Source: an optimization exercise on an open RTL-to-GDS flow (aim: small area and a short achievable clock period). Production flows keep margins and buffers that such runs may drop. No run shown here included a check of the RTL's function; only the layout flow was run. Power figures rest on the tool's default switching activity, not on a simulated workload.

**flow/flow/run.sh**
```bash
#!/bin/bash
# The standard layout (standard.sh) with two changes: each port is buffered
# by buf_2 rather than the cell buffer_ports picks by default, and clock tree
# synthesis inserts no dummy loads. ORFS keeps each step's log under
# orfs/logs; make's own output goes to make.log.
set -euo pipefail
export BUFFER_PORTS_ARGS="-buffer_cell sky130_fd_sc_hd__buf_2"
export CTS_ARGS="-sink_clustering_enable -repair_clock_nets -buf_list {sky130_fd_sc_hd__clkbuf_4 sky130_fd_sc_hd__clkbuf_8} -dont_use_dummy_load"
bash standard.sh > make.log 2>&1
```
**flow/standard.sh**
```bash
#!/bin/bash
# synth_recipe.tcl (not shown) runs the flow's synth.tcl, then flattens the netlist and writes it again
# the make line also repeats each setting of config.mk as NAME=value (left out here)
make -C /OpenROAD-flow-scripts/flow DESIGN_CONFIG=/design/flow/config.mk WORK_HOME=/design/flow/orfs CLKGATE_MAP_FILE= SYNTH_SCRIPT=/design/flow/synth_recipe.tcl "${@:-finish}"
```
**flow/config.mk**
```make
export PLATFORM = sky130hd
export DESIGN_NAME = bowling
export DESIGN_NICKNAME = bowling
export VERILOG_FILES = /design/flow/design.v
export SDC_FILE = /design/flow/constraint.sdc
export NUM_CORES = 4
export LEC_CHECK = 0
export CAP_MARGIN = 20
export CORE_MARGIN = 2
export CORE_UTILIZATION = 40
export SETUP_SLACK_MARGIN = 2.4
export SLEW_MARGIN = 20
```
**flow/constraint.sdc**
```tcl
create_clock -name core_clock -period 5.0 [get_ports {clock}]
set_input_delay 1.0000 -clock core_clock [delete_from_list [all_inputs] [get_ports {clock}]]
set_output_delay 1.0000 -clock core_clock [all_outputs]
set_load 0.01 [all_outputs]
```
**flow/design.v**
```verilog
module bowling(clock, reset, calculate_score, pin_count, roll, score);
input clock;
input reset;
input calculate_score;
input [3:0] pin_count;
input roll;
output [8:0] score;
reg [8:0] score;
reg [3:0] e [0:10];
reg [3:0] o [0:10];
reg [4:0] diff;           
reg ph;                   
reg [4:0] s01x;           
reg phc;                  
reg st;                   
wire [3:0] a = ph ? o[0] : e[0];
wire [3:0] b = ph ? e[0] : o[0];
wire [3:0] c = phc ? o[1] : e[1];
wire [3:0] d = ph ? e[1] : o[1];
wire [4:0] s01 = s01x ^ 5'd10;
wire bon = st || (s01x == 5'd0);
wire [8:0] score_next = score + s01 + (bon ? c : 4'd0);
wire calc = calculate_score && !roll;
wire shift_e = calc && !(ph && st);
wire shift_o = calc && !(!ph && st);
wire wr_o = roll && (ph ^ diff[0]);
wire wr_e = roll && !(ph ^ diff[0]);
wire head = (diff[4:1] == 4'd0);
wire [4:0] s01_r = pin_count + (diff[0] ? a : b);
wire st_r = diff[0] ? st : (pin_count == 4'd10);
wire [3:0] a_c = st ? b : c;
wire [4:0] s01_c = c + (st ? b : d);
wire st_c = (a_c == 4'd10);
wire [4:0] diff_n = diff + (roll ? 5'd1 : {4'hf, st});
integer i;
reg we, wo;
always @(posedge clock) begin
   for (i = 0; i < 11; i = i + 1) begin
      we = wr_e && (diff[4:1] == i);
      wo = wr_o && (diff[4:1] == i);
      e[i] <= ({4{we}} & pin_count)
            | ({4{shift_e}} & ((i < 10) ? e[i+1] : e[i]))
            | ({4{!we && !shift_e}} & e[i]);
      o[i] <= ({4{wo}} & pin_count)
            | ({4{shift_o}} & ((i < 10) ? o[i+1] : o[i]))
            | ({4{!wo && !shift_o}} & o[i]);
   end
end
wire up_r = roll && head;
wire up_c = calc;
always @(posedge clock) begin
   s01x <= ({5{up_r}} & (s01_r ^ 5'd10)) | ({5{up_c}} & (s01_c ^ 5'd10))
         | ({5{!up_r && !up_c}} & s01x);
   st <= (up_r & st_r) | (up_c & st_c) | (!up_r && !up_c && st);
end
always @(posedge clock) begin
   if (reset) begin
      score <= 0;
      diff <= 0;
      ph <= 0;
      phc <= 0;
   end
   else if (roll || calculate_score) begin
      diff <= diff_n;
      if (!roll) begin
         score <= score_next;
         ph <= ph ^ st;
         phc <= phc ^ st;
      end
   end
end
endmodule
```
==> flow_summary.ini, run 1 <==
[clock_network]
htree_num_levels = 3
cts_hold_buffers = 0
clockBufferDepth = 2
clkSinkCount = 110
cts_root_buf = clkbuf_8
path_clk_slew_ps = 80
cts_inserted_buffers = 9
insertion_delay_ps = 390
cts_tree = yes

[sta]
rsz0062_at_grt = yes
fin_tns_setup_ps = 0
max_slew_margin_pct = 51.52
fin_crit_ps = 2955
worst_slack_ps = 2045
fin_crit_sh_pct = 59.10
hold_violations = 0
worst_pin_slew_ps = 727.1
clock.fmax_mhz = 338.4
drv_slew = 0
worst_clock_skew_ps = 23.11
finalSetupViolations = 0

[detailed_routing]
dr.pass1.iters = 4
route.antenna.remaining_nets = 0
met1_length_um = 5625
vias_per_cell = 5.571
routed_wl_um = 11730
dr_wl_met2_um = 5458
routedWlPerCell_um = 16.07
drc = 0
drt-initial-drc-count = 291
highest_layer = met4
vias = 4067
route.met3.wl_um = 475

[global_route]
antenna_found_initial = 0
track_usage_pct = 17.15
grt.overflow.total = 0
grt_max_degree = 51
grt_pass1_wl_um = 19890
grt_pass1_vias = 3940

[worst_setup_path]
cp_cell_sequence = or4_4, o21ai_4, nand2_2, fa_1, inv_1, ha_2, inv_2, fa_2, nor2b_4, o31ai_2, a21oi_1, mux2_2
crit_fanout = 3
r2r-end = score[7]
slowest_delay_ps = 550
ff2ff_setup_slack_ps = 2050
r2r.worst_path.cells = 12
crit_arrival_ps = 3230
start_kind = register
r2r-start = s01x[0]
critPathCaptureType = register
crit_type = register to register
crit_required_ps = 5270
cp_slowest_cell = or4_4

[yosys]
seq_area_frac_synth_pct = 40.55
synth_edf_count = 0
syn-cell-area_um2 = 5430
synth_cells = 551
avgSynthCellArea_um2 = 9.855
syn_nets = 587
synth-seq-cells = 110
synth_warnings = 3
yosys.cell_types.count = 45
postSynth.asyncResetShare_pct = 0
synth-main-ff-cell = dfxtp_1

[pwr]
powerDensity_nw_per_um2 = 491.1
p_comb_share_pct = 33.8
switching_share_pct = 33.61
p_leak_nw = 2.970
p_clk_share_pct = 15.1
ir_drop_mv = 0.1679
power_frac_seq_pct = 51.1
p_int_mw = 1.923
p_sw_uw = 973.2

[placed_design]
gp_congestion = 0.7644
port_buffers = 16
dp_hpwl_um = 7945
dpl.cell_count = 716
pre_cts_ws_ps = 1959

[floorplan]
die_y_um = 120.5
dieArea_um2 = 14520
core_um2 = 13240
initial_utilization_pct = 41.01
rows = 42
ioPinCount = 17
die_w_um = 120.5

[status]
status = timing/DRC/antenna clean

[finish]
fill_cells = 1306
fin_nets = 592
multi_input_comb_area_um2 = 3129
drive_gt1_share_pct = 15.34
seqCellArea_um2 = 2208
areaGrowthSynthToFinish_pct = 8.595
diodes = 0
final_cells = 730

[min_path]
holdPathStages = 1
hold_end = e[9][3]
min_path_type = register to register
min-delay-start = e[9][3]

[job]
cap_violations = 0
logic make-up (layout without fill, tap and decap cells):
logic type               Yosys count  in the layout  share of synthesized area, %
XOR/XNOR                           7              7                         1.267
AO/OA/AOI/OAI                    213            213                         30.42
buffers and inverters             50             53                         3.618
adder cells (fa/ha/maj)           28             28                         7.558
multiplexers                      18             18                         4.562
flip-flops                       110            110                         40.55
AND/OR/NAND/NOR                  125            125                         12.03
registers in the layout, summed over array words and instances (netlist names):
register  cells
diff          5
e            44
o            44
ph            1
phc           1
s01x          5
score         9
st            1
metrics by stage:
stage / hold slack (ps) / cell area, um2 / total power [mW] / utilization [%]
6_report: 456.7 / 5897 / 2.896 / 44.53
4_1_cts: 461.6 / 5882 / 2.919 / 44.42
2_1_floorplan: 426.3 / 5461 / 2.188 / -
3_3_place_gp: 433.1 / 5668 / 2.392 / 42.80
3_5_place_dp: 439.8 / 5668 / 2.429 / 42.80
5_1_grt: 477.0 / 5897 / 3.111 / 44.53
synth_stat cells, types with 2 or more instances:
library cell	count	area [um2]
dfxtp_1	110	2202
a21o_1	85	638.1
a22o_1	80	700.7
nor2_1	38	142.6
nand2_1	33	123.9
clkbuf_1	25	93.84
ha_1	20	250.2
inv_1	20	75.07
a21oi_1	15	75.07
mux2_2	14	157.7
nor3_1	13	65.06
nor3_2	11	110.1
o21ai_0	10	50.05
fa_1	8	160.2
nor2b_1	6	37.54
nand2b_1	5	31.28
o21a_1	5	37.54
buf_2	4	20.02
mux4_2	4	90.09
o211ai_1	4	30.03
xnor2_1	4	35.03
a211o_1	3	26.28
a211oi_1	3	22.52
nor4bb_1	3	30.03
a221o_1	2	20.02
and2_1	2	12.51
and3_1	2	12.51
nand3b_1	2	15.01
nor4b_1	2	17.52
or2_2	2	12.51
xor2_1	2	17.52
area by class of cell:
cell class	count	share of cell area [%]
Multi-Input combinational cell	391	53.07
Sequential cell	110	37.45
Tap cell	176	3.734
Timing Repair Buffer	24	2.376
Clock buffer	9	2.101
Inverter	20	1.273
cells in the final DEF, fill, tap and decap left out, types with 2 or more instances in the layout:
master,netlist,layout
a21o_1,85,85
a211oi_1,3,2
nand2_1,33,32
o211ai_1,4,4
a21oi_1,15,14
buf_2,4,16
dfxtp_1,110,107
o21ai_0,10,7
nand3b_1,2,2
nor2_2,0,2
mux4_2,4,4
and3_1,2,2
nor2_1,38,36
nand2b_1,5,5
o21a_1,5,5
a22o_1,80,80
buf_4,1,8
nor2b_1,6,5
mux2_2,14,14
nor4bb_1,3,3
inv_2,0,2
a211o_1,3,3
nor4b_1,2,2
inv_1,20,18
dfxtp_2,0,2
ha_1,20,18
clkbuf_8,0,9
a221o_1,2,2
nor3_1,13,13
xnor2_1,4,4
nor3_2,11,11
fa_1,8,7
or2_2,2,2
worst max-delay path by stage:
stage	from	to	slack, ps	depth (start not counted)
5_1_grt	s01x[0]	score[7]	1930	12
3_5_place_dp	s01x[0]	score[7]	1960	12
2_1_floorplan	s01x[0]	score[7]	2100	12
3_3_place_gp	s01x[1]	score[7]	2010	12
6_report	s01x[0]	score[7]	2050	12
4_1_cts	s01x[0]	score[7]	2050	12
worst max-delay path: cells and delay by family (launching register included):
family	cells	cell delay [ps]
buffers and inverters	2	110
adder cells (fa/ha/maj)	3	950
AND/OR/NAND/NOR	3	750
multiplexers	1	340
AO/OA/AOI/OAI	3	380
flip-flops	1	330
per-layer routing:
layer / up-vias / GRT usage (%)
li1: 2039 / -
met1: 1959 / 23.06
met2: 56 / 27.01
met3: 13 / 3.066
met4: 0 / 7.413
met5: - / 0
timing repair:
item | 4_1_cts | 5_1_grt
pin swaps | 8 | 4
resized for setup | 11 | 5
endpoints found under the setup margin | 11 | 8
setup buffers | 5 | 0
power by group through the flow:
stage / clock network [mW] / registers [mW] / logic (mW)
3_3_place_gp: 0 / 1.49 / 0.905
5_1_grt: 0.486 / 1.53 / 1.10
3_5_place_dp: 0 / 1.50 / 0.929
6_report: 0.437 / 1.48 / 0.979
4_1_cts: 0.458 / 1.48 / 0.982
2_1_floorplan: 0 / 1.41 / 0.779
==> inputs of run 2 (changes only) <==
==> flow/design.v (replaced) <==
module bowling(clock, reset, calculate_score, pin_count, roll, score);
input clock;
input reset;
input calculate_score;
input [3:0] pin_count;
input roll;
output [8:0] score;
reg [8:0] score;
reg [3:0] e [0:10];
reg [3:0] o [0:10];
reg [3:0] q;              
reg bw;                   
reg ph;                   
reg [4:0] s01;            
reg st;                   
wire [3:0] a = ph ? o[0] : e[0];
wire [3:0] b = ph ? e[0] : o[0];
wire [3:0] c = ph ? o[1] : e[1];
wire [3:0] d = ph ? e[1] : o[1];
wire bon = st || (s01 == 5'd10);
wire [8:0] score_next = score + s01 + (bon ? c : 4'd0);
wire calc = calculate_score && !roll;
wire shift_e = calc && !(ph && st);
wire shift_o = calc && !(!ph && st);
wire wr_o = roll && bw;
wire wr_e = roll && !bw;
wire d0 = bw ^ ph;        
wire head = (q == 4'd0);
wire [4:0] s01_r = pin_count + (bw ? e[0] : o[0]);
wire st_r = d0 ? st : (pin_count == 4'd10);
wire [3:0] a_c = st ? b : c;
wire [4:0] s01_c = c + (st ? b : d);
wire st_c = (a_c == 4'd10);
wire [3:0] q_n = q + (roll ? {3'b0, d0} : (st && d0) ? 4'd0 : 4'hf);
integer i;
reg we, wo;
always @(posedge clock) begin
   for (i = 0; i < 11; i = i + 1) begin
      we = wr_e && (q == i);
      wo = wr_o && (q == i);
      e[i] <= ({4{we}} & pin_count)
            | ({4{shift_e}} & ((i < 10) ? e[i+1] : e[i]))
            | ({4{!we && !shift_e}} & e[i]);
      o[i] <= ({4{wo}} & pin_count)
            | ({4{shift_o}} & ((i < 10) ? o[i+1] : o[i]))
            | ({4{!wo && !shift_o}} & o[i]);
   end
end
wire up_r = roll && head;
wire up_c = calc;
always @(posedge clock) begin
   s01 <= ({5{up_r}} & s01_r) | ({5{up_c}} & s01_c) | ({5{!up_r && !up_c}} & s01);
   st <= (up_r & st_r) | (up_c & st_c) | (!up_r && !up_c && st);
end
always @(posedge clock) begin
   if (reset) begin
      score <= 0;
      q <= 0;
      bw <= 0;
      ph <= 0;
   end
   else if (roll || calculate_score) begin
      q <= q_n;
      if (roll)
         bw <= !bw;
      else begin
         score <= score_next;
         ph <= ph ^ st;
      end
   end
end
endmodule
==> flow_summary.ini, run 2 <==
[status]
status = timing/DRC/antenna clean

[yosys]
synth_common_cells = dfxtp_1 (109), a21o_1 (80), a22o_1 (77)
postSynth.asyncResetShare_pct = 0
syn-cell-area_um2 = 5477
synth-main-ff-cell = dfxtp_1
synth_area_leaders = dfxtp_1 (40%), a22o_1 (12%), a21o_1 (11%)
synth_warnings = 3
seq_area_frac_synth_pct = 39.84
synth-seq-cells = 109
synth_top_area_share_pct = 39.84
synth_cells = 537
yosys.area.top_type = dfxtp_1
synth_edf_count = 0
avgSynthCellArea_um2 = 10.20
synth_most_common_cell = dfxtp_1
yosys.cell_types.count = 60
syn_nets = 572

[finish]
areaGrowthSynthToFinish_pct = 10.10
reg_top3 = e: 44 flops, o: 44 flops, score: 9 flops
diodes = 0
drive_gt1_share_pct = 19.12
final_common_cell = dfxtp_1
fin_nets = 581
fill_cells = 1260
final_cell_mix = dfxtp_1 (102), a21o_1 (80), a22o_1 (77)

[min_path]
min_path_type = register to register

[floorplan]
die_y_um = 121.0
dieArea_um2 = 14640
ioPinCount = 17
core_um2 = 13300
die_w_um = 121.0
rows = 42
initial_utilization_pct = 41.19

[placed_design]
port_buffers = 16
gp_congestion = 0.7635
dp_hpwl_um = 8047

[worst_setup_path]
crit_arrival_ps = 3050
r2r-end = score[8]
path_buf_inv = 1
start_kind = register
cp_num_cells = 10
critPathCapture = score[8]
critPathCaptureType = register
ff2ff_setup_slack_ps = 2260
slowest_delay_ps = 490
cp_top_family = simple AND/OR/NAND/NOR gates
r2r.worst_path.cells = 10
crit_type = register to register
cp_slowest_cell = or4_4
crit_fanout = 4
cp_cell_sequence = nor3b_4, a31oi_4, buf_6, nor2b_4, fa_1, ha_4, a211o_1, a211oi_4, or4_4, a21oi_2
crit_required_ps = 5300
startpoint = s01[2]
r2r-start = s01[2]

[sta]
rsz0062_at_grt = yes
clock.fmax_mhz = 364.4
fin_crit_sh_pct = 54.88
max_slew_margin_pct = 61.51
worst_clock_skew_ps = 19.62
drv_slew = 0
hold_violations = 0
fin_crit_ps = 2744
finalSetupViolations = 0
fin_tns_setup_ps = 0
worst_pin_slew_ps = 577.3

[detailed_routing]
drc = 0
routedWlPerCell_um = 16.62
dr.pass1.iters = 4
vias_per_cell = 5.672
drt-initial-drc-count = 222
route.antenna.remaining_nets = 0
routed_wl_um = 11970
vias = 4084

[clock_network]
insertion_delay_ps = 380
cts_tree = yes
cts_hold_buffers = 0
htree_num_levels = 3
cts_root_buf = clkbuf_8
path_clk_slew_ps = 80
clockBufferDepth = 2
cts_inserted_buffers = 9
clkSinkCount = 109

[pwr]
total_power_mw = 2.767
p_leak_nw = 2.947
ir_drop_mv = 0.2117
powerDensity_nw_per_um2 = 458.9

[global_route]
grt.overflow.total = 0
antenna_found_initial = 0
grt_pass1_wl_um = 19930
track_usage_pct = 17.05
grt_pass1_vias = 4077
grt_max_degree = 51

[job]
cap_violations = 0
-- run 2: changes by cell type after synthesis, sizes merged, moves of 4 or more --
| cell | change |
|---|---|
| mux2i | +5 |
| a221o | +4 |
| a21o | -5 |
| nor2 | +19 |
| buf | +4 |
| nor3 | -20 |
| nand2 | -19 |
| o21ai | -6 |
| clkbuf | -4 |
-- run 2: cell type report --
cell class / count / area, um2 / area share (%)
well taps: 176 / 220.2 / 3.652
multi-input cells: 380 / 3236 / 53.66
inverters: 18 / 67.56 / 1.121
flip-flops and latches: 109 / 2196 / 36.42
repair buffers: 28 / 186.4 / 3.092
clock buffers: 9 / 123.9 / 2.054
-- run 2: what timing repair did --
action,in CTS,in global routing
pin swaps,16,10
gates resized for setup,19,13
setup endpoints to repair,9,7
setup buffers,9,1
-- run 2: logic make-up after synthesis --
group | share of synthesized area (%)
adders and majority gates | 7.265
muxes | 6.054
xor gates and xnor gates | 0.7998
and+or+nand+nor | 12.95
DFF | 39.84
buffers and inverters | 3.747
AOI/OAI and AO/OA | 29.34
-- run 2: metal layers --
layer,GRT usage [%],share of wire (%),vias up
li1,-,-,2008
met1,20.90,46,2016
met2,29.49,50,52
met3,4.558,3.3,8
met4,4.506,0.94,0
met5,0,0,-
-- run 2: through the flow --
| stage | std cells | hold WS (ps) | instance area, um2 | utilization, % | setup slack, ps |
|---|---|---|---|---|---|
| 2_1_floorplan | 537 | 426.3 | 5500 | - | 2401 |
| 3_3_place_gp | 700 | 434.6 | 5673 | 42.67 | 2038 |
| 3_5_place_dp | 700 | 440.2 | 5673 | 42.67 | 1857 |
| 4_1_cts | 718 | 461.9 | 5928 | 44.59 | 2309 |
| 5_1_grt | 720 | 470.2 | 6030 | 45.35 | 2172 |
| 6_report | 720 | 456.3 | 6030 | 45.35 | 2256 |
-- run 2: where the power goes --
| group | internal [mW] | total, mW | switching [mW] |
|---|---|---|---|
| Clock | 0.162 | 0.428 | 0.266 |
| Sequential | 1.19 | 1.44 | 0.250 |
| Combinational | 0.508 | 0.896 | 0.388 |
| Total | 1.86 | 2.77 | 0.903 |
-- run 2: worst register-to-register path, stage by stage, from the launching register on --
cell and delay (ps):
dfxtp_4 360, nor3b_4 250, a31oi_4 130, buf_6 150
nor2b_4 100, fa_1 480, ha_4 300, a211o_1 190
a211oi_4 90, or4_4 490, a21oi_2 150
-- run 2: how the worst min path moves through the flow --
stage	from	to	slack, ps	cells past startpoint
finish	o[9][1]	o[9][1]	460	1
detailed placement	e[3][3]	e[3][3]	440	1
CTS	o[5][3]	o[5][3]	460	1
floorplan	o[4][3]	o[4][3]	430	1
global placement	o[5][3]	o[5][3]	430	1
global route	o[8][0]	o[8][0]	470	1
==> inputs of run 3 (changes only) <==
==> flow/design.v (replaced) <==
module bowling(clock, reset, calculate_score, pin_count, roll, score);
input clock;
input reset;
input calculate_score;
input [3:0] pin_count;
input roll;
output [8:0] score;
reg [8:0] score;
reg [3:0] e [0:10];
reg [3:0] o [0:10];
reg [4:0] diff;           
reg ph;                   
reg [4:0] s01;            
reg st;                   
reg bon;                  
reg [3:0] cc;             
wire [3:0] a = ph ? o[0] : e[0];
wire [3:0] b = ph ? e[0] : o[0];
wire [3:0] d = ph ? e[1] : o[1];
wire [3:0] f = ph ? o[2] : e[2];
wire [8:0] score_next = score + s01 + (bon ? cc : 4'd0);
function [4:0] k10;
   input [3:0] x;
   k10 = (x <= 4'd10) ? 5'd10 - x : 5'd31;
endfunction
wire calc = calculate_score && !roll;
wire shift_e = calc && !(ph && st);
wire shift_o = calc && !(!ph && st);
wire wr_o = roll && (ph ^ diff[0]);
wire wr_e = roll && !(ph ^ diff[0]);
wire head = (diff[4:1] == 4'd0);
wire [3:0] other = diff[0] ? a : b;
wire [4:0] s01_r = pin_count + other;
wire st_r = diff[0] ? st : (pin_count == 4'd10);
wire bon_r = st_r || ({1'b0, pin_count} == k10(other));
wire [3:0] nb = st ? b : d;
wire [4:0] s01_c = cc + nb;
wire st_c = st ? (b == 4'd10) : (cc == 4'd10);
wire bon_c = st_c || ({1'b0, cc} == k10(nb));
wire [3:0] cc_c = st ? d : f;
wire [4:0] diff_r = diff + 5'd1;
wire [4:0] diff_c = st ? diff - 5'd1 : diff - 5'd2;
integer i;
reg we, wo;
always @(posedge clock) begin
   for (i = 0; i < 11; i = i + 1) begin
      we = wr_e && (diff[4:1] == i);
      wo = wr_o && (diff[4:1] == i);
      e[i] <= ({4{we}} & pin_count)
            | ({4{shift_e}} & ((i < 10) ? e[i+1] : e[i]))
            | ({4{!we && !shift_e}} & e[i]);
      o[i] <= ({4{wo}} & pin_count)
            | ({4{shift_o}} & ((i < 10) ? o[i+1] : o[i]))
            | ({4{!wo && !shift_o}} & o[i]);
   end
end
wire up_r = roll && head;
wire wr_c = roll && (diff == 5'd2);
always @(posedge clock) begin
   s01 <= ({5{up_r}} & s01_r) | ({5{calc}} & s01_c) | ({5{!up_r && !calc}} & s01);
   st <= (up_r & st_r) | (calc & st_c) | (!up_r && !calc && st);
   bon <= (up_r & bon_r) | (calc & bon_c) | (!up_r && !calc && bon);
   cc <= ({4{wr_c}} & pin_count) | ({4{calc}} & cc_c) | ({4{!wr_c && !calc}} & cc);
end
always @(posedge clock) begin
   if (reset) begin
      score <= 0;
      diff <= 0;
      ph <= 0;
   end
   else if (roll)
      diff <= diff_r;
   else if (calculate_score) begin
      score <= score_next;
      diff <= diff_c;
      ph <= ph ^ st;
   end
end
endmodule
==> flow/run.sh (new file) <==
#!/bin/bash
# synth_recipe.tcl (not shown) runs the flow's synth.tcl, then flattens the netlist and writes it again
# the make line also repeats each setting of config.mk as NAME=value (left out here)
make -C /OpenROAD-flow-scripts/flow DESIGN_CONFIG=/design/flow/config.mk WORK_HOME=/design/flow/orfs CLKGATE_MAP_FILE= SYNTH_SCRIPT=/design/flow/synth_recipe.tcl finish
--- a/flow/config.mk
+++ b/flow/config.mk
@@ -8,5 +8,6 @@
 export CAP_MARGIN = 20
 export CORE_MARGIN = 2
 export CORE_UTILIZATION = 40
-export SETUP_SLACK_MARGIN = 2.4
+export CTS_BUF_LIST = sky130_fd_sc_hd__clkbuf_4 sky130_fd_sc_hd__clkbuf_8
+export SETUP_SLACK_MARGIN = 2.7
 export SLEW_MARGIN = 20
removed: flow/flow/run.sh
removed: flow/standard.sh
==> flow_summary.ini, run 3 <==
[worst_setup_path]
crit_type = register to register
cp_cell_sequence = and2_4, fa_1, ha_2, inv_2, fa_2, nor2b_4, o21ai_2, a21boi_2, o211ai_1, xor2_1, nor2_1
crit_required_ps = 5300
slowest_delay_ps = 480
start_kind = register
cp_slowest_cell = fa_1
crit_arrival_ps = 2760
critPathCaptureType = register
crit_fanout = 2

[floorplan]
core_um2 = 14040
die_y_um = 124.4
initial_utilization_pct = 41.28
ioPinCount = 17
dieArea_um2 = 15470
die_w_um = 124.4
rows = 43

[finish]
final_cell_mix = nand2_1 (198), dfxtp_1 (105), a22oi_1 (89)
fill_cells = 1323
final_common_cell = nand2_1
design_area_um2 = 7002
fin_nets = 766
diodes = 0
drive_gt1_share_pct = 17.12
reg_top3 = e: 44 flops, o: 44 flops, score: 9 flops
areaGrowthSynthToFinish_pct = 20.79

[pwr]
p_comb_share_pct = 28.4
switching_share_pct = 33.81
p_sw_mw = 1.090
p_leak_nw = 3.159
powerDensity_nw_per_um2 = 460.5
total_power_mw = 3.224
power_frac_seq_pct = 42.7
p_clk_share_pct = 28.9
p_int_mw = 2.134
ir_drop_mv = 0.2022

[yosys]
synth_common_cells = nand2_1 (200), dfxtp_1 (114), a22oi_1 (89)
syn-cell-area_um2 = 5797
seq_area_frac_synth_pct = 39.37
synth-seq-cells = 114
synth_warnings = 3
yosys.cell_types.count = 51
synth_area_leaders = dfxtp_1 (39%), nand2_1 (13%), a22oi_1 (12%)
synth_most_common_cell = nand2_1
postSynth.asyncResetShare_pct = 0
synth_edf_count = 0
synth-main-ff-cell = dfxtp_1
synth_top_area_share_pct = 39.37
avgSynthCellArea_um2 = 8.462
syn_nets = 728
synth_cells = 685
yosys.area.top_type = dfxtp_1

[clock_network]
insertion_delay_ps = 450
htree_num_levels = 4
path_clk_slew_ps = 80
clockBufferDepth = 2
cts_tree = yes
clkSinkCount = 114
cts_inserted_buffers = 17
cts_root_buf = clkbuf_8

[sta]
fin_tns_setup_ps = 0
hold_violations = 0
rsz0062_at_grt = yes
clock.fmax_mhz = 407.6
finalSetupViolations = 0
whs_ps = 443.3
drv_slew = 0
fin_crit_sh_pct = 49.07
worst_clock_skew_ps = 15.12
worst_slack_ps = 2547
fin_crit_ps = 2453
worst_pin_slew_ps = 616.6
max_slew_margin_pct = 58.76

[global_route]
track_usage_pct = 19.31
antenna_found_initial = 0
grt.overflow.total = 0
grt_pass1_wl_um = 24280
grt_pass1_vias = 4812
grt_max_degree = 51

[detailed_routing]
vias = 5054
routed_wl_um = 14970
route.antenna.remaining_nets = 0
drt-initial-drc-count = 459
routedWlPerCell_um = 16.35
vias_per_cell = 5.517
dr.pass1.iters = 6
drc = 0

[placed_design]
gp_congestion = 0.8376
port_buffers = 16
pre_cts_ws_ps = 1630
placed_cell_area_um2 = 6111
dp_hpwl_um = 9545

[status]
status = timing/DRC/antenna clean

[job]
cap_violations = 0

[min_path]
min_path_type = register to register
==> run 3: changes by cell type after synthesis, moves of 12 or more <==
| cell | before | now |
|---|---|---|
| a21o_1 | 80 | 5 |
| nand2_1 | 14 | 200 |
| a22o_1 | 77 | 0 |
| a22oi_1 | 1 | 89 |
| a21oi_1 | 13 | 25 |
| and2_1 | 3 | 16 |
==> run 3: critical path: cells and delay by family, from the launching register on <==
family                   cells  cell delay, ps
AO/OA/AOI/OAI                3             360
XOR/XNOR                     1             180
adder cells (fa/ha/maj)      3            1030
buffers and inverters        1              40
flip-flops                   1             360
AND/OR/NAND/NOR              3             340
==> run 3: metrics by stage <==
| step | util (%) | cells |
|---|---|---|
| after floorplan | - | 685 |
| after global placement | 43.52 | 856 |
| after detailed placement | 43.52 | 856 |
| after CTS | 48.22 | 904 |
| after global routing | 49.86 | 916 |
| final | 49.86 | 916 |
==> run 3: repair_timing <==
action | in CTS | in global routing
pin swaps | 12 | 18
resized for setup | 49 | 40
gates cloned | 0 | 2
hold buffers | 0 | 0
endpoints found under the setup margin | 111 | 90
setup buffers | 16 | 10
==> run 3: cells by family (layout without fill, tap and decap cells) <==
logic type	count (synthesis)	in the layout	synth area share (%)
AND/OR/NAND/NOR	298	298	21.80
AO/OA/AOI/OAI	151	151	17.85
flip-flops	114	114	39.37
buffers and inverters	49	100	3.691
adder cells (fa/ha/maj)	35	35	8.461
XOR/XNOR	20	20	3.151
multiplexers	18	18	5.677
==> run 3: final timing paths <==
kind | endpoint | from | cells past startpoint | slack (ps)
max | score[7] | cc[1] | 11 | 2550
min | e[6][0] | e[6][0] | 2 | 440
max reg2reg | score[7] | cc[1] | 11 | 2550
min reg2reg | e[6][0] | e[6][0] | 2 | 440
==> run 3: routing by layer <==
layer,up-vias,part of all wire (%),global-route usage (%)
met5,-,0,0
met4,0,1.2,5.750
met3,18,5.3,4.811
met2,129,48,30.79
met1,2439,45,25.90
li1,2468,-,-
==> run 3: power groups by stage <==
stage / registers (mW) / clock network [mW] / logic [mW]
2_1_floorplan: 1.31 / 0 / 0.618
3_3_place_gp: 1.39 / 0 / 0.738
3_5_place_dp: 1.39 / 0 / 0.763
4_1_cts: 1.37 / 0.953 / 0.822
5_1_grt: 1.41 / 0.994 / 1.02
6_report: 1.38 / 0.932 / 0.915
==> run 3: area by class of cell <==
cell class	instances	area, um2	share of cell area [%]
Inverter	16	62.56	0.8935
Multi-Input combinational cell	522	3455	49.34
Tap cell	180	225.2	3.217
Timing Repair Buffer	52	519.2	7.416
Sequential cell	114	2303	32.90
Clock buffer	21	282.8	4.039
Clock inverter	11	153.9	2.198
==> inputs of run 4 (changes only) <==
--- a/flow/config.mk
+++ b/flow/config.mk
@@ -9,5 +9,5 @@
 export CORE_MARGIN = 2
 export CORE_UTILIZATION = 40
 export CTS_BUF_LIST = sky130_fd_sc_hd__clkbuf_4 sky130_fd_sc_hd__clkbuf_8
-export SETUP_SLACK_MARGIN = 2.7
+export SETUP_SLACK_MARGIN = 2.4
 export SLEW_MARGIN = 20
==> flow_summary.ini, run 4 <==
[status]
status = timing/DRC/antenna clean

[sta]
fin_crit_sh_pct = 50.76
rsz0062_at_grt = yes
max_slew_margin_pct = 49.11
worst_pin_slew_ps = 762.0
fin_crit_ps = 2538
hold_violations = 0
whs_ps = 444.7
finalSetupViolations = 0
fin_tns_setup_ps = 0
worst_clock_skew_ps = 14.73
clock.fmax_mhz = 394.0
drv_slew = 0

[yosys]
synth_warnings = 3
seq_area_frac_synth_pct = 39.37
synth_most_common_cell = nand2_1
syn_nets = 728
syn-cell-area_um2 = 5797
yosys.area.top_type = dfxtp_1
synth_area_leaders = dfxtp_1 (39%), nand2_1 (13%), a22oi_1 (12%)
avgSynthCellArea_um2 = 8.462
yosys.cell_types.count = 51
synth_top_area_share_pct = 39.37
synth-seq-cells = 114
synth-main-ff-cell = dfxtp_1
synth_cells = 685
postSynth.asyncResetShare_pct = 0
synth_edf_count = 0
synth_common_cells = nand2_1 (200), dfxtp_1 (114), a22oi_1 (89)

[floorplan]
initial_utilization_pct = 41.28
core_um2 = 14040
die_y_um = 124.4
ioPinCount = 17
die_w_um = 124.4
dieArea_um2 = 15470
rows = 43

[detailed_routing]
dr.pass1.iters = 6
vias_per_cell = 5.433
vias = 4857
routedWlPerCell_um = 15.49
routed_wl_um = 13840
drc = 0
drt-initial-drc-count = 334
route.antenna.remaining_nets = 0

[placed_design]
gp_congestion = 0.8142
placed_cell_area_um2 = 6101
port_buffers = 16
dp_hpwl_um = 9330

[min_path]
min_path_type = register to register

[finish]
drive_gt1_share_pct = 10.50
fin_util_pct = 47.14
final_common_cell = nand2_1
fill_cells = 1374
final_cell_mix = nand2_1 (200), dfxtp_1 (109), a22oi_1 (89)
areaGrowthSynthToFinish_pct = 14.20
fin_nets = 744
diodes = 0
design_area_um2 = 6620
reg_top3 = e: 44 flops, o: 44 flops, score: 9 flops

[pwr]
p_int_mw = 2.009
p_comb_share_pct = 26.2
p_clk_share_pct = 28.7
power_frac_seq_pct = 45.1
p_sw_mw = 1.032
ir_drop_mv = 0.2478
p_leak_nw = 2.958
switching_share_pct = 33.94
powerDensity_nw_per_um2 = 459.3

[clock_network]
cts_tree = yes
clkSinkCount = 114
cts_inserted_buffers = 17
htree_num_levels = 4
clockBufferDepth = 2
cts_root_buf = clkbuf_8
path_clk_slew_ps = 70
insertion_delay_ps = 440

[worst_setup_path]
crit_type = input port to register
path_buf_inv = 2
cp_cell_sequence = clkdlybuf4s50_1, nor2b_1, buf_4, nand3_1, or3_1, a21oi_1
slowest_delay_ps = 600
crit_required_ps = 5350
crit_fanout = 16
cp_top_family = buffers and inverters
critPathCaptureType = register
crit_arrival_ps = 2890
cp_slowest_cell = clkdlybuf4s50_1
start_kind = input port

[global_route]
grt_pass1_vias = 4667
grt_max_degree = 51
grt.overflow.total = 0
antenna_found_initial = 0
grt_pass1_wl_um = 23000
track_usage_pct = 18.22

[job]
cap_violations = 0
==> run 4: cell counts after synthesis <==
Identical to the previous run, type by type.
==> run 4: final timing paths <==
kind / to / start / slack, ps / cells past startpoint
min: o[8][1] / o[8][1] / 440 / 2
min reg2reg: o[8][1] / o[8][1] / 440 / 2
max reg2reg: score[7] / cc[1] / 2530 / 11
max: score[8] / roll / 2460 / 6
==> run 4: power groups by stage <==
stage               clock network [mW]  logic (mW)  registers (mW)
floorplan                            0       0.614            1.31
global placement                     0       0.737            1.38
detailed placement                   0       0.761            1.39
CTS                              0.893       0.783            1.37
global route                     0.927       0.903            1.40
finish                           0.872       0.797            1.37
==> run 4: cells by family (layout without fill, tap and decap cells) <==
family / Yosys count / count (layout) / share of synthesized area [%]
DFF: 114 / 114 / 39.37
adders and majority gates: 35 / 35 / 8.461
buffers and inverters: 49 / 78 / 3.691
and+or+nand+nor: 298 / 298 / 21.80
muxes: 18 / 18 / 5.677
AOI/OAI and AO/OA: 151 / 151 / 17.85
xor gates and xnor gates: 20 / 20 / 3.151
==> run 4: routing by layer <==
metal / track usage [%] / share of wire, % / vias to the layer above
li1: - / - / 2426
met1: 23.36 / 47 / 2310
met2: 29.32 / 48 / 106
met3: 4.983 / 4.1 / 15
met4: 6.874 / 1.2 / 0
met5: 0 / 0 / -
==> run 4: worst reg2reg max path: stages (launching register included) <==
cell and delay [ps]:
dfxtp_4 350, and2_1 170, fa_1 490, ha_2 180
inv_1 50, fa_2 370, nor2b_4 140, o21ai_2 80
a21boi_2 170, o211ai_1 130, xor2_1 150, nor2_1 50
==> run 4: metrics by stage <==
step                cells  worst slack, ps  total power [mW]
floorplan             685             2510             1.923
global placement      857             1664             2.119
detailed placement    857             1567             2.149
CTS                   890             2413             3.045
global route          894             2380             3.234
finish                894             2462             3.040
==> run 4: layout make-up <==
| cell class | instances | area, um2 | area share (%) |
|---|---|---|---|
| Multi-Input combinational cell | 522 | 3362 | 50.78 |
| Sequential cell | 114 | 2296 | 34.68 |
| Clock buffer | 21 | 276.5 | 4.177 |
| Clock inverter | 11 | 126.4 | 1.909 |
| Inverter | 16 | 60.06 | 0.9072 |
| Tap cell | 180 | 225.2 | 3.402 |
| Timing Repair Buffer | 30 | 274.0 | 4.139 |
==> run 4: what timing repair did <==
action                     CTS  global route
hold buffers                 0             0
gates resized for setup     15            11
pin swaps                    4             3
cloned                       0             0
setup endpoints to repair   94            72
buffers inserted             1             4

re-timing with driven ports:
No port has a modelled driver above. Below, the same layouts with a new extraction and two added sets of constraints. Step 1 (the two cells are an assumption about what drives the block):
set clk [get_ports {clock}]
set_driving_cell -lib_cell sky130_fd_sc_hd__clkbuf_16 $clk
set_driving_cell -lib_cell sky130_fd_sc_hd__buf_2 [delete_from_list [all_inputs] $clk]
Step 2 times the ports against the registers' clock, not the clock port: input delays grow and output delays shrink by t, the midpoint of the rising clock arrivals with the driver on. a / b / c = ideal / step 1 / step 2; a / b = the first two.
| run | t, ns | setup WS [ns] | worst data-port slew with drivers (ns) |
|---|---|---|---|
| run 1 | 0.413 | 2.045 / 2.045 / 2.045 | 0.03 |
| run 2 | 0.403 | 2.256 / 2.256 / 2.256 | 0.03 |
| run 3 | 0.476 | 2.547 / 2.547 / 2.328 | 0.04 |
| run 4 | 0.470 | 2.462 / 2.469 / 1.999 | 0.05 |
After both steps setup and hold are still met in every run listed. The setup slack of run 4, which loses most, moves by +0.007 ns with the drivers and by -0.463 ns with both steps.
